Background: an optimization exercise with open tools, aiming at small area. Do not read the settings as production practice.
Where RTL was checked, it was by simulation tests only, not by an equivalence proof against the original.
Power is estimated from default activity; no workload was simulated.

==> run H <==
==> flow/design.v (excerpt) <==
module fpgarx
  (
   input             clk,
   input             rst,
   input             cmd_valid,
   input      [7:0]  cmd_byte,
   input      [9:0]  RFIn,
   output     [19:0] i_out,
   output     [19:0] q_out,
   output            out_clk,
   output            sinGen
   );
wire [6:0] opP = ~cmd_valid          ? 7'b000_0_000 :
                 (cmd_byte == 8'd97)  ? 7'b100_0_000 :    
                 (cmd_byte == 8'd98)  ? 7'b101_0_000 :    
                 (cmd_byte == 8'd102) ? 7'b110_0_000 :    
                 (cmd_byte == 8'd103) ? 7'b111_0_000 :    
                 (cmd_byte == 8'd109) ? 7'b000_0_001 :    
                 (cmd_byte == 8'd110) ? 7'b000_1_001 :    
                 (cmd_byte == 8'd112) ? 7'b000_0_010 :    
                 (cmd_byte == 8'd111) ? 7'b000_1_010 :    
                 (cmd_byte == 8'd104) ? 7'b000_0_100 :    
                 (cmd_byte == 8'd113) ? 7'b000_1_100 :    
                                        7'b000_0_000;
wire       gsP  = cmd_valid & (cmd_byte[7:2] == 6'b001100);    
reg  [6:0] opA;
reg        gsA;
reg  [1:0] gA;
reg  [1:0] CICGain;
reg        rst1, rst2, rst3;
always @(posedge clk) begin
  rst1 <= rst;
  rst2 <= rst1;
  rst3 <= rst2;
  if (rst) begin
    opA <= 7'd0; gsA <= 1'b0; gA <= 2'd0; CICGain <= 2'd0;
  end else begin
    opA <= opP; gsA <= gsP; gA <= cmd_byte[1:0];
    if (gsA) CICGain <= gA;
  end
end
wire [9:0] addr;
nco_sig ncoGen (.clk(clk), .rst(rst), .opP(opP), .opA(opA), .addr(addr), .sin_out(sinGen));
wire       sinS, cosS;
wire [8:0] sinM, cosM;
SinCos SinCos1 (.Theta(addr), .SinSign(sinS), .SinMag(sinM), .CosSign(cosS), .CosMag(cosM));
reg [9:0] regbn;       
always @(posedge clk)
  regbn <= ~RFIn;      
wire [18:0] qxI, qxQ;
wire        sgI, sgQ;
Multiplier MixerI (.clk(clk), .rst(rst), .clr(rst1), .s_in(sinS), .m_in(sinM), .bn(regbn), .qx(qxI), .sg(sgI));
Multiplier MixerQ (.clk(clk), .rst(rst), .clr(rst1), .s_in(cosS), .m_in(cosM), .bn(regbn), .qx(qxQ), .sg(sgQ));
reg [7:0] count;
reg       run;           
reg [4:0] val;           
reg       d_clk_tmp, d_clk;
  ...
clock: 10.0 ns
lec_check: 0
cap_margin: 20
core_margin: 2
core_utilization: 75
cts_buf_list: sky130_fd_sc_hd__clkbuf_16
cts_cluster_diameter: 80
cts_cluster_size: 25
slew_margin: 20
synth_memory_max_bits: 32768
run.sh (not shown) runs the stock make flow with config.mk's settings and CLKGATE_MAP_FILE= SYNTH_SCRIPT=/design/flow/synth_recipe.tcl, a recipe that flattens the netlist after the stock synthesis.
==> run A: changes against run H <==
CORE_UTILIZATION = 70   (was 75)
CTS_CLUSTER_DIAMETER = 100   (was 80)
CTS_CLUSTER_SIZE = 30   (was 25)
==> summary.txt <==
Final Worst Setup Slack=between 0.3 and 0.4 ns; Placed Cells=6086; cell area power density=169.6 nW/um2; fmax=roughly 100 MHz; Final Util=74.66%; Die Wd=309 um; metal3 WL=3.219 mm; first-pass GRT wire length=173.9 mm; worst slew pin tran=1.090 ns; status=timing/DRC/antenna clean; Reg clk slew, reported paths=0.11 ns
# the run above: run A

==> summary.txt <==
Die Wd=roughly 300 um; met1 Use GR=37.36%; fmax=103.8 MHz; Reg clk slew, reported paths=0.10 ns; flop-to-flop setup slack=0.48 ns; Final Worst Setup Slack=between 0.3 and 0.4 ns; worst slew pin tran=1.071 ns; cell area power density=about 170 nW/um2; status=timing/DRC/antenna clean
# the run above: run H


==> job 388: inputs <==
Another version of the RTL of fpgarx (not shown whole).
==> module fpgarx, before the edit <==
module fpgarx
  (
   input             clk,
   input             rst,
   input             cmd_valid,
   input      [7:0]  cmd_byte,
   input      [9:0]  RFIn,
   output     [19:0] i_out,
   output     [19:0] q_out,
   output            out_clk,
   output            sinGen
   );
wire [3:0] opP = ~cmd_valid          ? 4'd0 :
                 (cmd_byte == 8'd97)  ? 4'd1 :
                 (cmd_byte == 8'd98)  ? 4'd2 :
                 (cmd_byte == 8'd102) ? 4'd3 :
                 (cmd_byte == 8'd103) ? 4'd4 :
                 (cmd_byte == 8'd109) ? 4'd5 :
                 (cmd_byte == 8'd110) ? 4'd6 :
                 (cmd_byte == 8'd112) ? 4'd7 :
                 (cmd_byte == 8'd111) ? 4'd8 :
                 (cmd_byte == 8'd104) ? 4'd9 :
                 (cmd_byte == 8'd113) ? 4'd10 : 4'd0;
wire       gsP  = cmd_valid & (cmd_byte[7:2] == 6'b001100);    
reg  [3:0] opA;
reg        gsA;
reg  [1:0] gA;
reg  [1:0] CICGain;
reg        rst1, rst2, rst3;
always @(posedge clk) begin
  rst1 <= rst;
  rst2 <= rst1;
  rst3 <= rst2;
  if (rst) begin
    opA <= 4'd0; gsA <= 1'b0; gA <= 2'd0; CICGain <= 2'd0;
  end else begin
    opA <= opP; gsA <= gsP; gA <= cmd_byte[1:0];
    if (gsA) CICGain <= gA;
  end
end
wire [9:0] addr;
nco_sig ncoGen (.clk(clk), .rst(rst), .opP(opP), .opA(opA), .addr(addr), .sin_out(sinGen));
wire       sinS, cosS;
wire [8:0] sinM, cosM;
SinCos SinCos1 (.Theta(addr), .SinSign(sinS), .SinMag(sinM), .CosSign(cosS), .CosMag(cosM));
reg signed [9:0] regb;
always @(posedge clk)
  regb <= RFIn;        
wire [18:0] qxI, qxQ;
wire        sgI, sgQ;
Multiplier MixerI (.clk(clk), .rst(rst), .clr(rst1), .s_in(sinS), .m_in(sinM), .b(regb), .qx(qxI), .sg(sgI));
Multiplier MixerQ (.clk(clk), .rst(rst), .clr(rst1), .s_in(cosS), .m_in(cosM), .b(regb), .qx(qxQ), .sg(sgQ));
reg [7:0] count;
reg       run;           
reg [4:0] val;           
reg       d_clk_tmp, d_clk;
reg [1:0] slot;          
wire ld0    = (count == 8'd255);
wire ld1    = (count == 8'd0);
wire ld2    = (count == 8'd1);
wire pass   = run & (count <= 8'd58);
wire fsh    = run & (count >= 8'd45) & (count <= 8'd58);
wire pend   = run & (count == 8'd58);
wire vcomb  = run & ld1;
always @(posedge clk)
  if (rst) begin
    count <= 8'd0; run <= 1'b0; val <= 5'd0; d_clk_tmp <= 1'b0; d_clk <= 1'b0; slot <= 2'd0;
  end else begin
    count <= count + 8'd1;
    d_clk <= d_clk_tmp;
    if (ld0) begin
      run <= 1'b1;
      d_clk_tmp <= 1'b1;
    end else if (count == 8'd128)
      d_clk_tmp <= 1'b0;
    if (pend) begin
      val <= {1'b1, val[4:1]};
      slot <= slot + 2'd1;
    end
  end
CIC CIC1Sin (.clk(clk), .rst(rst), .rst1(rst1), .rst2(rst2), .rst3(rst3), .ld0(ld0), .ld1(ld1), .ld2(ld2),
             .pass(pass), .pfirst(ld1), .fsh(fsh), .slot(slot), .zval(val[4]), .vcomb(vcomb), .oval(val[0]),
             .gain(CICGain), .qx(qxI), .sg(sgI), .d_out(i_out));
CIC CIC1Cos (.clk(clk), .rst(rst), .rst1(rst1), .rst2(rst2), .rst3(rst3), .ld0(ld0), .ld1(ld1), .ld2(ld2),
             .pass(pass), .pfirst(ld1), .fsh(fsh), .slot(slot), .zval(val[4]), .vcomb(vcomb), .oval(val[0]),
             .gain(CICGain), .qx(qxQ), .sg(sgQ), .d_out(q_out));
assign out_clk = d_clk;
endmodule
Settings: LEC_CHECK=0, CAP_MARGIN=20, CORE_MARGIN=2, CORE_UTILIZATION=80, CTS_BUF_LIST=sky130_fd_sc_hd__clkbuf_16, CTS_CLUSTER_DIAMETER=60, CTS_CLUSTER_SIZE=20, SLEW_MARGIN=20, SYNTH_MEMORY_MAX_BITS=32768; clock period 10.0 ns.
==> inputs of job 9965, as changes to job 388 <==
--- a/flow/design.v
+++ b/flow/design.v
@@ -266,15 +266,15 @@
   wire [18:0] rb = {1'b0, t91, t216, t214, t212, t210, t208, t206, t204, t202, t200, t198, t196, t194, t192, t190, t6, t3, 1'b0};
   wire [18:0] q;
   rca #(19) fin (.a(ra), .b(rb), .ci(1'b0), .s(q), .co());
   always @(posedge clk)
   begin
     sa <= s_in & ~(rst | clr);
     ma <= (rst | clr) ? 9'd0 : m_in;
-    qx <= q;           
+    qx <= q ^ {19{sa}};    
     sg <= sa;
   end
 endmodule
 module rca #(parameter W = 8)
   (input  wire [W-1:0] a,
    input  wire [W-1:0] b,
    input  wire         ci,
@@ -288,31 +288,31 @@
     assign c[i+1] = (a[i] & b[i]) | (a[i] & c[i]) | (b[i] & c[i]);
   end endgenerate
   assign co = c[W];
 endmodule
 module nco_sig
   (input  wire       clk,
    input  wire       rst,
-   input  wire [3:0] opP,      
-   input  wire [3:0] opA,      
+   input  wire [6:0] opP,      
+   input  wire [6:0] opA,      
    output wire [9:0] addr,     
    output wire       sin_out);
-  reg [3:0] opB, opC;                
+  reg [6:0] opB, opC;                
   reg [12:0] I0;  reg [18:0] I1;  reg [17:0] I2;  reg [13:0] I3;
   reg [12:0] P0;  reg [18:0] P1;  reg [17:0] P2;  reg [13:0] P3;
   reg ic0, ic1, ic2, pc0, pc1, pc2;
   wire [63:0] yP, yA, yB, yC, rP, rA, rB, rC;
   wire        lP, lA, lB, lC;
   nco_cmd cP (.op(opP), .y(yP), .pr(rP), .ld(lP));
   nco_cmd cA (.op(opA), .y(yA), .pr(rA), .ld(lA));
   nco_cmd cB (.op(opB), .y(yB), .pr(rB), .ld(lB));
   nco_cmd cC (.op(opC), .y(yC), .pr(rC), .ld(lC));
   wire [12:0] i0s;  wire [18:0] i1s;  wire [17:0] i2s;  wire [13:0] i3s;
   wire i0c, i1c, i2c, i3c;
-  rca #(13) ai0 (.a(I0), .b(yP[12:0]),  .ci(1'b0), .s(i0s), .co(i0c));
+  rca #(13) ai0 (.a(I0), .b(yP[12:0]),  .ci(opP[3]), .s(i0s), .co(i0c));    
   rca #(19) ai1 (.a(I1), .b(yA[31:13]), .ci(ic0),  .s(i1s), .co(i1c));
   rca #(18) ai2 (.a(I2), .b(yB[49:32]), .ci(ic1),  .s(i2s), .co(i2c));
   rca #(14) ai3 (.a(I3), .b(yC[63:50]), .ci(ic2),  .s(i3s), .co(i3c));
   wire [63:0] rz = {64{~rst}};
   wire [12:0] i0n = (lP | rst) ? rP[12:0]  & rz[12:0]  : i0s;
   wire [18:0] i1n = (lA | rst) ? rA[31:13] & rz[31:13] : i1s;
   wire [17:0] i2n = (lB | rst) ? rB[49:32] & rz[49:32] : i2s;
@@ -322,55 +322,53 @@
   rca #(13) ap0 (.a(P0), .b(I0), .ci(1'b0), .s(p0n), .co(p0c));
   rca #(19) ap1 (.a(P1), .b(I1), .ci(pc0),  .s(p1n), .co(p1c));
   rca #(18) ap2 (.a(P2), .b(I2), .ci(pc1),  .s(p2n), .co(p2c));
   rca #(14) ap3 (.a(P3), .b(I3), .ci(pc2),  .s(p3n), .co(p3c));
   always @(posedge clk) begin
     I0 <= i0n; I1 <= i1n; I2 <= i2n; I3 <= i3n;
     if (rst) begin
-      opB <= 4'd0; opC <= 4'd0;
+      opB <= 7'd0; opC <= 7'd0;
       P0 <= 13'd0; P1 <= 19'd0; P2 <= 18'd0; P3 <= 14'd0;
       ic0 <= 1'b0; ic1 <= 1'b0; ic2 <= 1'b0;
       pc0 <= 1'b0; pc1 <= 1'b0; pc2 <= 1'b0;
     end else begin
       opB <= opA; opC <= opB;
       ic0 <= i0c & ~lP; ic1 <= i1c & ~lA; ic2 <= i2c & ~lB;
       P0 <= p0n; P1 <= p1n; P2 <= p2n; P3 <= p3n;
       pc0 <= p0c; pc1 <= p1c; pc2 <= p2c;
     end
   end
   assign addr    = P3[13:4];
   assign sin_out = ~p3n[13];
 endmodule
-module nco_cmd (input wire [3:0] op, output wire [63:0] y, output wire [63:0] pr, output wire ld);
+module nco_cmd (input wire [6:0] op, output wire [63:0] y, output wire [63:0] pr, output wire ld);
   localparam [63:0] PA = 64'h02c6a19e88f1cfe2;    
   localparam [63:0] PB = 64'h01aa60f8b8911654;    
   localparam [63:0] PF = 64'h1dc38c076704516d;    
   localparam [63:0] PG = 64'h1d60d923295482c6;    
   localparam [63:0] K1 = 64'h00071b375868d170;    
   localparam [63:0] K2 = 64'h00001436a8cdf6f3;    
   localparam [63:0] K3 = 64'h0000ca22980ba57e;    
-  localparam [63:0] N1 = 64'h0 - K1;
-  localparam [63:0] N2 = 64'h0 - K2;
-  localparam [63:0] N3 = 64'h0 - K3;
-  assign pr = ({64{op == 4'd1}}  & PA) | ({64{op == 4'd2}} & PB) |
-              ({64{op == 4'd3}}  & PF) | ({64{op == 4'd4}} & PG);
-  assign y  = ({64{op == 4'd5}}  & K1) | ({64{op == 4'd6}} & N1) |
-              ({64{op == 4'd7}}  & K2) | ({64{op == 4'd8}} & N2) |
-              ({64{op == 4'd9}}  & K3) | ({64{op == 4'd10}} & N3);
-  assign ld = (op == 4'd1) | (op == 4'd2) | (op == 4'd3) | (op == 4'd4);
+  assign ld = op[6];
+  assign pr = ({64{op[6] & (op[5:4] == 2'd0)}} & PA) | ({64{op[6] & (op[5:4] == 2'd1)}} & PB) |
+              ({64{op[6] & (op[5:4] == 2'd2)}} & PF) | ({64{op[6] & (op[5:4] == 2'd3)}} & PG);
+  assign y  = {64{op[3]}} ^ (({64{op[0]}} & K1) | ({64{op[1]}} & K2) | ({64{op[2]}} & K3));
 endmodule
 module CIC
   (input  wire        clk,
    input  wire        rst,
    input  wire        rst1,      
    input  wire        rst2,      
    input  wire        rst3,      
    input  wire        ld0,       
    input  wire        ld1,       
    input  wire        ld2,       
+   input  wire        jc0,       
+   input  wire        jc1,       
+   input  wire        jc2,       
    input  wire        pass,      
    input  wire        pfirst,    
    input  wire        fsh,       
    input  wire [1:0]  slot,      
    input  wire        zval,      
    input  wire        vcomb,     
    input  wire        oval,      
@@ -378,19 +376,19 @@
    input  wire [18:0] qx,
    input  wire        sg,
    output wire [19:0] d_out);
   localparam W = 59;
   reg  [W-1:0] I1, I2, I3, I4, I5;
   reg  [5:1]   ca1, ca2;           
   reg          e1, e2;             
-  wire [18:0]  qs  = qx ^ {19{sg}};    
+  wire [18:0]  qs  = qx;                
   wire [W-1:0] din = {{19{e2}}, {20{e1}}, qs[18], qs};
   wire [W-1:0] n1, n2, n3, n4, n5;
   wire [5:1]   c0, c1;
-  wire [W-1:0] a5 = I5 & ~{{19{ld2 | rst3}}, {20{ld1 | rst2}}, {20{ld0 | rst1}}};
+  wire [W-1:0] a5 = I5 & ~{{19{jc2}}, {20{jc1}}, {20{jc0}}};
   rca #(20) s10 (.a(I1[19:0]),  .b(din[19:0]),  .ci(sg),     .s(n1[19:0]),  .co(c0[1]));
   rca #(20) s11 (.a(I1[39:20]), .b(din[39:20]), .ci(ca1[1]), .s(n1[39:20]), .co(c1[1]));
   rca #(19) s12 (.a(I1[58:40]), .b(din[58:40]), .ci(ca2[1]), .s(n1[58:40]), .co());
   rca #(20) s20 (.a(I2[19:0]),  .b(I1[19:0]),   .ci(1'b0),   .s(n2[19:0]),  .co(c0[2]));
   rca #(20) s21 (.a(I2[39:20]), .b(I1[39:20]),  .ci(ca1[2]), .s(n2[39:20]), .co(c1[2]));
   rca #(19) s22 (.a(I2[58:40]), .b(I1[58:40]),  .ci(ca2[2]), .s(n2[58:40]), .co());
   rca #(20) s30 (.a(I3[19:0]),  .b(I2[19:0]),   .ci(1'b0),   .s(n3[19:0]),  .co(c0[3]));
@@ -482,37 +480,38 @@
    input      [7:0]  cmd_byte,
    input      [9:0]  RFIn,
    output     [19:0] i_out,
    output     [19:0] q_out,
    output            out_clk,
    output            sinGen
    );
-wire [3:0] opP = ~cmd_valid          ? 4'd0 :
-                 (cmd_byte == 8'd97)  ? 4'd1 :
-                 (cmd_byte == 8'd98)  ? 4'd2 :
-                 (cmd_byte == 8'd102) ? 4'd3 :
-                 (cmd_byte == 8'd103) ? 4'd4 :
-                 (cmd_byte == 8'd109) ? 4'd5 :
-                 (cmd_byte == 8'd110) ? 4'd6 :
-                 (cmd_byte == 8'd112) ? 4'd7 :
-                 (cmd_byte == 8'd111) ? 4'd8 :
-                 (cmd_byte == 8'd104) ? 4'd9 :
-                 (cmd_byte == 8'd113) ? 4'd10 : 4'd0;
+wire [6:0] opP = ~cmd_valid          ? 7'b000_0_000 :
+                 (cmd_byte == 8'd97)  ? 7'b100_0_000 :    
+                 (cmd_byte == 8'd98)  ? 7'b101_0_000 :    
+                 (cmd_byte == 8'd102) ? 7'b110_0_000 :    
+                 (cmd_byte == 8'd103) ? 7'b111_0_000 :    
+                 (cmd_byte == 8'd109) ? 7'b000_0_001 :    
+                 (cmd_byte == 8'd110) ? 7'b000_1_001 :    
+                 (cmd_byte == 8'd112) ? 7'b000_0_010 :    
+                 (cmd_byte == 8'd111) ? 7'b000_1_010 :    
+                 (cmd_byte == 8'd104) ? 7'b000_0_100 :    
+                 (cmd_byte == 8'd113) ? 7'b000_1_100 :    
+                                        7'b000_0_000;
 wire       gsP  = cmd_valid & (cmd_byte[7:2] == 6'b001100);    
-reg  [3:0] opA;
+reg  [6:0] opA;
 reg        gsA;
 reg  [1:0] gA;
 reg  [1:0] CICGain;
 reg        rst1, rst2, rst3;
 always @(posedge clk) begin
   rst1 <= rst;
   rst2 <= rst1;
   rst3 <= rst2;
   if (rst) begin
-    opA <= 4'd0; gsA <= 1'b0; gA <= 2'd0; CICGain <= 2'd0;
+    opA <= 7'd0; gsA <= 1'b0; gA <= 2'd0; CICGain <= 2'd0;
   end else begin
     opA <= opP; gsA <= gsP; gA <= cmd_byte[1:0];
     if (gsA) CICGain <= gA;
   end
 end
 wire [9:0] addr;
 nco_sig ncoGen (.clk(clk), .rst(rst), .opP(opP), .opA(opA), .addr(addr), .sin_out(sinGen));
@@ -527,17 +526,24 @@
 Multiplier MixerI (.clk(clk), .rst(rst), .clr(rst1), .s_in(sinS), .m_in(sinM), .b(regb), .qx(qxI), .sg(sgI));
 Multiplier MixerQ (.clk(clk), .rst(rst), .clr(rst1), .s_in(cosS), .m_in(cosM), .b(regb), .qx(qxQ), .sg(sgQ));
 reg [7:0] count;
 reg       run;           
 reg [4:0] val;           
 reg       d_clk_tmp, d_clk;
 reg [1:0] slot;          
-wire ld0    = (count == 8'd255);
-wire ld1    = (count == 8'd0);
-wire ld2    = (count == 8'd1);
+reg  ld0, ld1, ld2;      
+reg  jc0, jc1, jc2;      
+always @(posedge clk) begin
+  ld0 <= ~rst & (count == 8'd254);
+  ld1 <= ~rst & ld0;
+  ld2 <= ~rst & ld1;
+  jc0 <= (~rst & (count == 8'd254)) | rst;
+  jc1 <= (~rst & ld0) | rst1;
+  jc2 <= (~rst & ld1) | rst2;
+end
 wire pass   = run & (count <= 8'd58);
 wire fsh    = run & (count >= 8'd45) & (count <= 8'd58);
 wire pend   = run & (count == 8'd58);
 wire vcomb  = run & ld1;
 always @(posedge clk)
   if (rst) begin
     count <= 8'd0; run <= 1'b0; val <= 5'd0; d_clk_tmp <= 1'b0; d_clk <= 1'b0; slot <= 2'd0;
@@ -550,15 +556,15 @@
     end else if (count == 8'd128)
       d_clk_tmp <= 1'b0;
     if (pend) begin
       val <= {1'b1, val[4:1]};
       slot <= slot + 2'd1;
     end
   end
-CIC CIC1Sin (.clk(clk), .rst(rst), .rst1(rst1), .rst2(rst2), .rst3(rst3), .ld0(ld0), .ld1(ld1), .ld2(ld2),
+CIC CIC1Sin (.clk(clk), .rst(rst), .rst1(rst1), .rst2(rst2), .rst3(rst3), .ld0(ld0), .ld1(ld1), .ld2(ld2), .jc0(jc0), .jc1(jc1), .jc2(jc2),
              .pass(pass), .pfirst(ld1), .fsh(fsh), .slot(slot), .zval(val[4]), .vcomb(vcomb), .oval(val[0]),
              .gain(CICGain), .qx(qxI), .sg(sgI), .d_out(i_out));
-CIC CIC1Cos (.clk(clk), .rst(rst), .rst1(rst1), .rst2(rst2), .rst3(rst3), .ld0(ld0), .ld1(ld1), .ld2(ld2),
+CIC CIC1Cos (.clk(clk), .rst(rst), .rst1(rst1), .rst2(rst2), .rst3(rst3), .ld0(ld0), .ld1(ld1), .ld2(ld2), .jc0(jc0), .jc1(jc1), .jc2(jc2),
              .pass(pass), .pfirst(ld1), .fsh(fsh), .slot(slot), .zval(val[4]), .vcomb(vcomb), .oval(val[0]),
              .gain(CICGain), .qx(qxQ), .sg(sgQ), .d_out(q_out));
 assign out_clk = d_clk;
 endmodule
CTS_CLUSTER_SIZE = 24   (was 20)
==> inputs of job 7520, as changes to job 388 <==
--- a/flow/design.v
+++ b/flow/design.v
@@ -308,39 +308,38 @@
   nco_cmd cC (.op(opC), .y(yC), .pr(rC), .ld(lC));
   wire [12:0] i0s;  wire [18:0] i1s;  wire [17:0] i2s;  wire [13:0] i3s;
   wire i0c, i1c, i2c, i3c;
   rca #(13) ai0 (.a(I0), .b(yP[12:0]),  .ci(1'b0), .s(i0s), .co(i0c));
   rca #(19) ai1 (.a(I1), .b(yA[31:13]), .ci(ic0),  .s(i1s), .co(i1c));
   rca #(18) ai2 (.a(I2), .b(yB[49:32]), .ci(ic1),  .s(i2s), .co(i2c));
   rca #(14) ai3 (.a(I3), .b(yC[63:50]), .ci(ic2),  .s(i3s), .co(i3c));
-  wire [63:0] rz = {64{~rst}};
-  wire [12:0] i0n = (lP | rst) ? rP[12:0]  & rz[12:0]  : i0s;
-  wire [18:0] i1n = (lA | rst) ? rA[31:13] & rz[31:13] : i1s;
-  wire [17:0] i2n = (lB | rst) ? rB[49:32] & rz[49:32] : i2s;
-  wire [13:0] i3n = (lC | rst) ? rC[63:50] & rz[63:50] : i3s;
+  wire [12:0] i0n = lP ? rP[12:0]  : i0s;
+  wire [18:0] i1n = lA ? rA[31:13] : i1s;
+  wire [17:0] i2n = lB ? rB[49:32] : i2s;
+  wire [13:0] i3n = lC ? rC[63:50] : i3s;
   wire [12:0] p0n;  wire [18:0] p1n;  wire [17:0] p2n;  wire [13:0] p3n;
   wire p0c, p1c, p2c, p3c;
   rca #(13) ap0 (.a(P0), .b(I0), .ci(1'b0), .s(p0n), .co(p0c));
   rca #(19) ap1 (.a(P1), .b(I1), .ci(pc0),  .s(p1n), .co(p1c));
   rca #(18) ap2 (.a(P2), .b(I2), .ci(pc1),  .s(p2n), .co(p2c));
   rca #(14) ap3 (.a(P3), .b(I3), .ci(pc2),  .s(p3n), .co(p3c));
-  always @(posedge clk) begin
-    I0 <= i0n; I1 <= i1n; I2 <= i2n; I3 <= i3n;
+  always @(posedge clk)
     if (rst) begin
       opB <= 4'd0; opC <= 4'd0;
+      I0 <= 13'd0; I1 <= 19'd0; I2 <= 18'd0; I3 <= 14'd0;
       P0 <= 13'd0; P1 <= 19'd0; P2 <= 18'd0; P3 <= 14'd0;
       ic0 <= 1'b0; ic1 <= 1'b0; ic2 <= 1'b0;
       pc0 <= 1'b0; pc1 <= 1'b0; pc2 <= 1'b0;
     end else begin
       opB <= opA; opC <= opB;
+      I0 <= i0n; I1 <= i1n; I2 <= i2n; I3 <= i3n;
       ic0 <= i0c & ~lP; ic1 <= i1c & ~lA; ic2 <= i2c & ~lB;
       P0 <= p0n; P1 <= p1n; P2 <= p2n; P3 <= p3n;
       pc0 <= p0c; pc1 <= p1c; pc2 <= p2c;
     end
-  end
   assign addr    = P3[13:4];
   assign sin_out = ~p3n[13];
 endmodule
 module nco_cmd (input wire [3:0] op, output wire [63:0] y, output wire [63:0] pr, output wire ld);
   localparam [63:0] PA = 64'h02c6a19e88f1cfe2;    
   localparam [63:0] PB = 64'h01aa60f8b8911654;    
   localparam [63:0] PF = 64'h1dc38c076704516d;    
@@ -422,19 +421,25 @@
     if (rst2) begin
       I2[58:40] <= 19'd0; I3[58:40] <= 19'd0; I4[58:40] <= 19'd0;
     end else begin
       I2[58:40] <= n2[58:40]; I3[58:40] <= n3[58:40]; I4[58:40] <= n4[58:40];
     end
   end
   reg [56:0] C;
-  wire [56:0] cl = {{19{ld2}} & I5[58:40], 38'd0} |
-                   {18'd0, {20{ld1}} & I5[39:20], 19'd0} |
-                   {37'd0, {20{ld0}} & I5[19:0]};
+  integer p;
   always @(posedge clk)
-    C <= {1'b0, C[56:1]} | cl;
+    for (p = 0; p < 57; p = p + 1)
+      if (ld0 && p < 20)
+        C[p] <= I5[p];
+      else if (ld1 && p >= 19 && p < 39)
+        C[p] <= I5[p + 1];
+      else if (ld2 && p >= 38)
+        C[p] <= I5[p + 2];
+      else
+        C[p] <= (p == 56) ? 1'b0 : C[p + 1];
   reg [63:0] R1, R2, R3, R4;
   reg        b1, b2, b3, b4;       
   wire d1 = C[0];
   wire z1 = R1[0] & zval, z2 = R2[0] & zval, z3 = R3[0] & zval, z4 = R4[0] & zval;
   wire k1 = pfirst | b1, k2 = pfirst | b2, k3 = pfirst | b3, k4 = pfirst | b4;
   wire d2 = d1 ^ ~z1 ^ k1;
   wire d3 = d2 ^ ~z2 ^ k2;
@@ -464,18 +469,18 @@
   end
   reg [13:0] O;
   wire [15:0] Fx = {S[13], S[13], S[13:0]};    
   wire [12:0] sel = (gain == 2'd0) ? Fx[15:3] :
                     (gain == 2'd1) ? Fx[14:2] :
                     (gain == 2'd2) ? Fx[13:1] : Fx[12:0];
   always @(posedge clk)
-    if (rst | (vcomb & ~oval))
+    if (rst)
       O <= 14'd0;
     else if (vcomb)
-      O <= {S[13], sel};
+      O <= oval ? {S[13], sel} : 14'd0;
   assign d_out = {{6{O[13]}}, O};
 endmodule
 module fpgarx
   (
    input             clk,
    input             rst,
    input             cmd_valid,
CTS_CLUSTER_DIAMETER = 80   (was 60)
CTS_CLUSTER_SIZE = 25   (was 20)
==> inputs of job 4199, as changes to job 388 <==
--- a/flow/design.v
+++ b/flow/design.v
@@ -527,17 +527,20 @@
 Multiplier MixerI (.clk(clk), .rst(rst), .clr(rst1), .s_in(sinS), .m_in(sinM), .b(regb), .qx(qxI), .sg(sgI));
 Multiplier MixerQ (.clk(clk), .rst(rst), .clr(rst1), .s_in(cosS), .m_in(cosM), .b(regb), .qx(qxQ), .sg(sgQ));
 reg [7:0] count;
 reg       run;           
 reg [4:0] val;           
 reg       d_clk_tmp, d_clk;
 reg [1:0] slot;          
-wire ld0    = (count == 8'd255);
-wire ld1    = (count == 8'd0);
-wire ld2    = (count == 8'd1);
+reg  ld0, ld1, ld2;      
+always @(posedge clk) begin
+  ld0 <= ~rst & (count == 8'd254);
+  ld1 <= ~rst & ld0;
+  ld2 <= ~rst & ld1;
+end
 wire pass   = run & (count <= 8'd58);
 wire fsh    = run & (count >= 8'd45) & (count <= 8'd58);
 wire pend   = run & (count == 8'd58);
 wire vcomb  = run & ld1;
 always @(posedge clk)
   if (rst) begin
     count <= 8'd0; run <= 1'b0; val <= 5'd0; d_clk_tmp <= 1'b0; d_clk <= 1'b0; slot <= 2'd0;
CTS_CLUSTER_DIAMETER = 80   (was 60)
CTS_CLUSTER_SIZE = 25   (was 20)
==> results.json <==
{
  "status": "timing/DRC/antenna clean",
  "fmax_mhz": 103.0,
  "layout.non_clock_inverters": 366,
  "clkPwrFrac": 0.330,
  "clock_latency_ns": 0.70,
  "placementRows": 104,
  "synth.area.top_cells": "dfxtp_1 51%, fa_1 26%, nor2b_1 4.9%",
  "use_met3": 0.04137,
  "pre_cts_slack_ns": 0.2583,
  "core_um2": 80680,
  "diodes": 1,
  "seq-cell-share": 0.4891,
  "met2_usage": 0.5336,
  "whs_ns": 0.3109,
  "regToRegSetupSlack_ns": 0.29
}
# the run above: job 9965

==> results.json <==
{
  "status": "timing/DRC/antenna clean",
  "synth.area.top_cells": "dfxtp_1 50%, fa_1 26%, nor2b_1 3.9%",
  "diodes": 1,
  "core_um2": 81720,
  "top_usage_layer": "met2",
  "min_from": "CIC1Sin.R2[45]",
  "placementRows": 105,
  "clock_latency_ns": 0.68,
  "met2_usage": 0.5263,
  "clkPwrFrac": 0.301,
  "whs_ns": 0.3114,
  "setup_ws_ns": 0.3605,
  "seq-cell-share": 0.4876,
  "fmax_mhz": 103.7,
  "pre_cts_slack_ns": 0.1624,
  "regToRegSetupSlack_ns": 0.36,
  "use_met3": 0.04168,
  "combinationalPowerShare": 0.085
}
# the run above: job 4199

==> results.json <==
{
  "status": "timing/DRC/antenna clean",
  "placementRows": 105,
  "min_from": "CIC1Sin.R2[21]",
  "fmax_mhz": 103.1,
  "regToRegSetupSlack_ns": 0.30,
  "synth.area.top_cells": "dfxtp_1 50%, fa_1 26%, nor2b_1 3.8%",
  "antenna_found_initial": 1,
  "use_met3": 0.03741,
  "clock_latency_ns": 0.71,
  "core_um2": 81980,
  "clkPwrFrac": 0.294,
  "min_path_cells": 0,
  "pre_cts_slack_ns": -0.02526,
  "layout.non_clock_inverters": 424,
  "combinationalPowerShare": 0.099,
  "met2_usage": 0.5426
}
# the run above: job 7520

==> results.json <==
{
  "placementRows": 104,
  "pre_cts_slack_ns": -0.04168,
  "fmax_mhz": 102.0,
  "diodes": 4,
  "use_met3": 0.04688,
  "core_um2": 80810,
  "clkPwrFrac": 0.333,
  "clock_latency_ns": 0.73,
  "met2_usage": 0.5623,
  "status": "timing/DRC/antenna clean",
  "regToRegSetupSlack_ns": 0.20,
  "whs_ns": 0.2802,
  "synth.area.top_cells": "dfxtp_1 50%, fa_1 26%, nor2b_1 3.8%",
  "layout.non_clock_inverters": 418,
  "seq-cell-share": 0.4794
}
# the run above: job 388

Function not checked in job 388: the RTL went through the layout flow alone.

## separate check: timing with driven ports
Ports are ideal in the flow. The routed layouts listed here were re-timed in OpenROAD.
Step 1 assumes that a clkbuf_16 drives the clock port and a buf_2 every other input.
Step 2 adds t to the input delays and takes it off the output delays; t is the mean of the earliest and latest rising clock arrival at the registers after step 1. Input paths then give back, and output paths get back, about the clock's delay inside the block.
Three values: ideal, step 1, step 2; two values: the first two.
| run | t, ns | slack for setup (ns) | hold slack, ns | slew at the worst register clock pin (ns) |
|---|---|---|---|---|
| run H | 0.746 | 0.368 / 0.305 / 0.480 | 0.314 / 0.314 / 0.314 | 0.11 / 0.11 |
| run A | 0.738 | 0.395 / 0.326 / 0.467 | 0.328 / 0.328 / 0.328 | 0.11 / 0.11 |
| job 388 | 0.788 | 0.199 / 0.199 / -0.324 | 0.280 / 0.280 / 0.280 | 0.14 / 0.14 |
| job 9965 | 0.743 | 0.292 / 0.292 / 0.292 | 0.311 / 0.311 / 0.311 | 0.10 / 0.10 |
| job 7520 | 0.750 | 0.299 / 0.299 / 0.222 | 0.303 / 0.303 / 0.303 | 0.12 / 0.12 |
| job 4199 | 0.739 | 0.361 / 0.361 / 0.036 | 0.311 / 0.311 / 0.311 | 0.12 / 0.12 |
With both steps, setup timing fails in job 388, where it was met with ideal ports. For job 388, which loses most, drivers alone change the setup slack by 0.000 ns; drivers and shift together by -0.523 ns.
